Background: an optimization exercise with open tools, aiming at small area, a short achievable clock period and few clock cycles. Do not read the settings as production practice.
The RTL was checked by simulation tests, not by an equivalence proof against the original design.
Power and IR drop assume default switching activity.

## rasterizer
module rasterizer(
        input wire CLK,
        input wire RST,
        input wire START,
        output wire READY,
        input wire [15:0] V0X,
        input wire [15:0] V0Y,
        input wire [15:0] C0,
        input wire [15:0] V1X,
        input wire [15:0] V1Y,
        input wire [15:0] C1,
        input wire [15:0] V2X,
        input wire [15:0] V2Y,
        input wire [15:0] C2,
        output reg [15:0] COLOR,
        output reg [9:0] PX,
        output reg [7:0] PY,
        output reg VALID,
        output reg DONE
);
    reg full, full_d, full_d2, taken;
    reg [15:0] v0x, v0y, v1x, v1y, v2x, v2y, c0, c1, c2;
    assign READY = !full;
    function [31:0] maxmin3(input [15:0] a, input [15:0] b, input [15:0] c);
        reg gab, gac, gbc;
        begin
            gab = a > b; gac = a > c; gbc = b > c;
            maxmin3[31:16] = gab ? (gac ? a : c) : (gbc ? b : c);
            maxmin3[15:0]  = gab ? (gbc ? c : b) : (gac ? c : a);
        end
    endfunction
    function [3:0] msb9(input [8:0] v);
        msb9 = v[8] ? 4'd8 : v[7] ? 4'd7 : v[6] ? 4'd6 : v[5] ? 4'd5 :
               v[4] ? 4'd4 : v[3] ? 4'd3 : v[2] ? 4'd2 : v[1] ? 4'd1 : 4'd0;
    endfunction
    wire [15:0] xmax_u, xmin_u, ymax_u, ymin_u;
    assign {xmax_u, xmin_u} = maxmin3(v0x, v1x, v2x);
    assign {ymax_u, ymin_u} = maxmin3(v0y, v1y, v2y);
    reg [9:0] bx_xmax, bx_xmin, bx_ymax, bx_ymin;
    wire [8:0] bx_w = bx_xmax[8:0] - bx_xmin[8:0];
    wire [7:0] bx_h = bx_ymax[7:0] - bx_ymin[7:0];
    reg [9:0] bb_xmin;
    reg [7:0] bb_ymin;
    reg [8:0] bb_w;
    reg [7:0] bb_h;
    reg [4:0] bb_d;
    always @(posedge CLK) begin
        bx_xmax <= xmax_u[15:6] + xmax_u[5];
        bx_xmin <= xmin_u[15:6] + xmin_u[5];
        bx_ymax <= ymax_u[15:6] + ymax_u[5];
        bx_ymin <= ymin_u[15:6] + ymin_u[5];
  ...
Size: ~9,200 cells after synthesis, roughly 1,200 flip-flops, about 180 I/O pins.
export LEC_CHECK = 0
export CAP_MARGIN = 20
export CORE_MARGIN = 2
export CORE_UTILIZATION = 40
export SLEW_MARGIN = 20
export TNS_END_PERCENT = 10
create_clock -name core_clock -period 12.0 [get_ports {CLK}]
standard.sh (not shown) runs the stock make flow with config.mk's settings and CLKGATE_MAP_FILE= SYNTH_SCRIPT=/design/flow/synth_recipe.tcl, a recipe that flattens the netlist after the stock synthesis.
==> flow/flow/run.sh <==
#!/bin/bash
set -euo pipefail
bash standard.sh SETUP_SLACK_MARGIN=7.5 finish > standard.log 2>&1
Testbench counts at the start, summed over its fixed seeds: cycles 22,438.
Rerun with:
--- a/flow/design.v
+++ b/flow/design.v
@@ -178,26 +178,30 @@
               | (n3c & (A3[15] | (A3 == 16'sd0)));
     wire leave_row = seen ? !(in0 & in1)
                           : (p0 & !in1) | (p1 & !in2) | (p2 & !in3) | (p3 & !v4) | (pn & (!v4 | past));
     wire last_row = rows == 8'd1;
     wire emit = walking & (seen ? in0 : !pn);
     wire st1 = walking & !leave_row & p0;
     wire st2 = walking & !leave_row & !seen & p1;
     wire st3 = walking & !leave_row & !seen & p2;
     wire st4 = walking & !leave_row & !seen & (p3 | pn);
     wire strow = walking & leave_row;
+    wire ehold = !walking & !take;
     wire [24:0] e1n = ({25{strow}} & rs1) | ({25{st1}} & e1a) | ({25{st2}} & e1b)
-                    | ({25{st3}} & e1c) | ({25{st4}} & e1d) | ({25{take}} & se1);
+                    | ({25{st3}} & e1c) | ({25{st4}} & e1d) | ({25{take}} & se1)
+                    | ({25{ehold}} & e1);
     wire [24:0] e2n = ({25{strow}} & rs2) | ({25{st1}} & e2a) | ({25{st2}} & e2b)
-                    | ({25{st3}} & e2c) | ({25{st4}} & e2d) | ({25{take}} & se2);
+                    | ({25{st3}} & e2c) | ({25{st4}} & e2d) | ({25{take}} & se2)
+                    | ({25{ehold}} & e2);
     wire [24:0] e3n = ({25{strow}} & rs3) | ({25{st1}} & e3a) | ({25{st2}} & e3b)
-                    | ({25{st3}} & e3c) | ({25{st4}} & e3d) | ({25{take}} & se3_now);
+                    | ({25{st3}} & e3c) | ({25{st4}} & e3d) | ({25{take}} & se3_now)
+                    | ({25{ehold}} & e3);
     wire [9:0] cx1 = cx + 10'd1, cx2 = cx + 10'd2, cx3 = cx + 10'd3, cx4 = cx + 10'd4;
     wire [8:0] rm1 = rem - 9'd1, rm2 = rem - 9'd2, rm3 = rem - 9'd3, rm4 = rem - 9'd4;
     reg pa_v, pa_done;                    
     reg [9:0] pa_x;
     reg [7:0] pa_y;
     reg [15:0] pa_e1, pa_e2, pa_e3;
     reg pb_v, pb_done;                    
     reg [9:0] pb_x;
     reg [7:0] pb_y;
     reg [7:0] w0, w1, w2;
@@ -266,46 +270,46 @@
         end
         if (rel == 2'd1) rel <= 2'd2;
         if (rel == 2'd2) begin
             k0 <= sk0; k1 <= sk1; k2 <= sk2;
             rel <= 2'd0;
         end
         if (wstate == W_EMPTY) begin
             pa_done <= 1'b1;
             wstate <= W_IDLE;
         end
-        if (walking) begin
-            pa_v <= emit;
+        pa_v <= emit;
+        begin
             pa_x <= ({10{p0}} & cx) | ({10{p1}} & cx1) | ({10{p2}} & cx2) | ({10{p3}} & cx3);
             pa_y <= cy;
             pa_e1 <= ({16{p0}} & e1[21:6]) | ({16{p1}} & e1a[21:6]) | ({16{p2}} & e1b[21:6]) | ({16{p3}} & e1c[21:6]);
             pa_e2 <= ({16{p0}} & e2[21:6]) | ({16{p1}} & e2a[21:6]) | ({16{p2}} & e2b[21:6]) | ({16{p3}} & e2c[21:6]);
             pa_e3 <= ({16{p0}} & e3[21:6]) | ({16{p1}} & e3a[21:6]) | ({16{p2}} & e3b[21:6]) | ({16{p3}} & e3c[21:6]);
+        end
+        if (walking) begin
             if (leave_row) begin
                 if (last_row) begin
                     pa_done <= 1'b1;
                     wstate <= W_IDLE;
                 end
                 rows <= rows - 8'd1;
                 cx <= xmin_i;
                 cy <= cy + 8'd1;
                 rem <= wbox + 9'd1;
                 seen <= 1'b0;
             end else begin
                 if (!pn) seen <= 1'b1;
                 cx <= ({10{st1}} & cx1) | ({10{st2}} & cx2) | ({10{st3}} & cx3) | ({10{st4}} & cx4);
                 rem <= ({9{st1}} & rm1) | ({9{st2}} & rm2) | ({9{st3}} & rm3) | ({9{st4}} & rm4);
             end
         end
-        if (walking | take) begin
-            e1 <= e1n; e2 <= e2n; e3 <= e3n;
-        end
+        e1 <= e1n; e2 <= e2n; e3 <= e3n;
         if (strow | take) begin
             r1 <= take ? se1 : rs1;
             r2 <= take ? se2 : rs2;
             r3 <= take ? se3_now : rs3;
         end
         if (take) begin
             full <= 1'b0;
             taken <= 1'b0;
         end else if (!full && START) full <= 1'b1;
         if (RST) begin
The changed run went through all stages and came out clean; clock skew increases by 8.1 ps; total power increases by 6.5%; combinational power increases by about 8%; wire length decreases by about 7%; cell count decreases by 2.2%; synthesized area decreases by about 2.8%; core utilization decreases by 0.51 points; die area decreases by about 2.7%.
Testbench counts after the change, summed over its fixed seeds: cycles 22,438.

---

Setup of job 2343:
rasterizer, a different RTL version from the one above (not shown whole).
Size in the first run: about 9400 cells after synthesis, ~1200 flip-flops, ~180 I/O pins.
export LEC_CHECK = 0
export CAP_MARGIN = 20
export CORE_MARGIN = 2
export CORE_UTILIZATION = 40
export SLEW_MARGIN = 20
export TNS_END_PERCENT = 0
create_clock -name core_clock -period 12.0 [get_ports {CLK}]
Scripts as last shown in full above: flow/flow/run.sh
Testbench counts of job 2343, summed over its fixed seeds: cycles 22,438.
Modified inputs, job 4459 compared to job 2343
-- flow/design.v --
<<< job 2343, line 1
module booth_nibble(
    input wire signed [15:0] ma,
    input wire b3,
    input wire b2,
    input wire b1,
    input wire b0,
    input wire bm,
    output wire signed [19:0] q
);
    wire one0 = b0 ^ bm;
    wire two0 = (b1 & !b0 & !bm) | (!b1 & b0 & bm);
    wire one1 = b2 ^ b1;
    wire two1 = (b3 & !b2 & !b1) | (!b3 & b2 & b1);
    wire [17:0] m1 = {{2{ma[15]}}, ma};
    wire [17:0] m2 = {ma[15], ma, 1'b0};
    wire [17:0] mag0 = ({18{one0}} & m1) | ({18{two0}} & m2);
    wire [17:0] mag1 = ({18{one1}} & m1) | ({18{two1}} & m2);
    wire [17:0] row0 = mag0 ^ {18{b1}};
    wire [17:0] row1 = mag1 ^ {18{b3}};
    wire [19:0] r0 = {{2{row0[17]}}, row0};
    wire [19:0] r1 = {row1, 2'b00};
    assign q = r0 + r1 + {17'd0, b3, 1'b0, b1};
endmodule
module edge_step(
    input wire signed [24:0] e,
>>> job 4459, line 1
module edge_step(
    input wire signed [24:0] e,
<<< job 2343, line 130
    reg op_v, m1_v, m2_v;
    reg [2:0] op_n, m1_n, m2_n;
    wire signed [19:0] bq0, bq1, bq2, bq3;
    booth_nibble bn0(.ma(ma), .b3(mb[3]), .b2(mb[2]), .b1(mb[1]), .b0(mb[0]), .bm(1'b0), .q(bq0));
    booth_nibble bn1(.ma(ma), .b3(mb[7]), .b2(mb[6]), .b1(mb[5]), .b0(mb[4]), .bm(mb[3]), .q(bq1));
    booth_nibble bn2(.ma(ma), .b3(mb[11]), .b2(mb[10]), .b1(mb[9]), .b0(mb[8]), .bm(mb[7]), .q(bq2));
    booth_nibble bn3(.ma(ma), .b3(mb[15]), .b2(mb[14]), .b1(mb[13]), .b0(mb[12]), .bm(mb[11]), .q(bq3));
    always @(posedge CLK) begin
        q0 <= bq0;
        q1 <= bq1;
        q2 <= bq2;
        q3 <= bq3;
    end
    wire [6:0] low6 = q0[5:0] + {q1[1:0], 4'd0};
>>> job 4459, line 107
    reg op_v, m1_v, m2_v;
    reg [2:0] op_n, m1_n, m2_n;
    wire signed [4:0] mb0 = {1'b0, mb[3:0]};
    wire signed [4:0] mb1 = {1'b0, mb[7:4]};
    wire signed [4:0] mb2 = {1'b0, mb[11:8]};
    wire signed [3:0] mb3 = mb[15:12];
    always @(posedge CLK) begin
        q0 <= ma * mb0;
        q1 <= ma * mb1;
        q2 <= ma * mb2;
        q3 <= ma * mb3;
    end
    wire [6:0] low6 = q0[5:0] + {q1[1:0], 4'd0};
<<< job 2343, line 328
        end
        e1 <= e1n; e2 <= e2n; e3 <= e3n;
        r1 <= ({25{strow & !take}} & rs1) | ({25{take}} & se1) | ({25{!strow & !take}} & r1);
        r2 <= ({25{strow & !take}} & rs2) | ({25{take}} & se2) | ({25{!strow & !take}} & r2);
        r3 <= ({25{strow & !take}} & rs3) | ({25{take}} & se3_now) | ({25{!strow & !take}} & r3);
        if (take) begin
            full <= 1'b0;
>>> job 4459, line 304
        end
        e1 <= e1n; e2 <= e2n; e3 <= e3n;
        if (strow | take) begin
            r1 <= take ? se1 : rs1;
            r2 <= take ? se2 : rs2;
            r3 <= take ? se3_now : rs3;
        end
        if (take) begin
            full <= 1'b0;
[summary]
Job 4459 — setup slack 110 ps lower, job 2343 as reference
Compared with job 2343, in job 4459 net switching fraction of the power shows a reduction of 0.83 points; share of post-route cells with drive strength above 1 went down by 0.78 points; area of all sequential standard cells went up about 2.7%; design area went up 740 um2; number of gates given a new drive strength after cts moved up.
Testbench counts of job 4459, summed over its fixed seeds: cycles 22,438.

[static timing again, ports no longer ideal]
In the flow no input, the clock included, has a driving cell. The finished layouts below were timed again as built, in two steps.
Step 1: set_driving_cell puts a clkbuf_16 on CLK and a buf_2 on each other input, an assumption about the parent block.
Step 2 adds t to the input delays and takes it off the output delays; t is the mean of the earliest and latest rising clock arrival at the registers after step 1. Input paths then give back, and output paths get back, about the clock's delay inside the block.
Slacks: no drivers / after step 1 / after step 2; pairs: no drivers / after step 1.
run | shift t [ns] | setup slack, ns | worst setup path at the end
the first run of note 1 | 0.893 | 7.357 / 7.357 / 7.357 | register to register
the second run of note 1 | 0.899 | 7.278 / 7.278 / 7.278 | register to register
job 2343 | 0.887 | 7.375 / 7.375 / 7.375 | register to register
job 4459 | 0.899 | 7.264 / 7.264 / 7.264 | register to register
After both steps setup and hold are still met in every run listed.
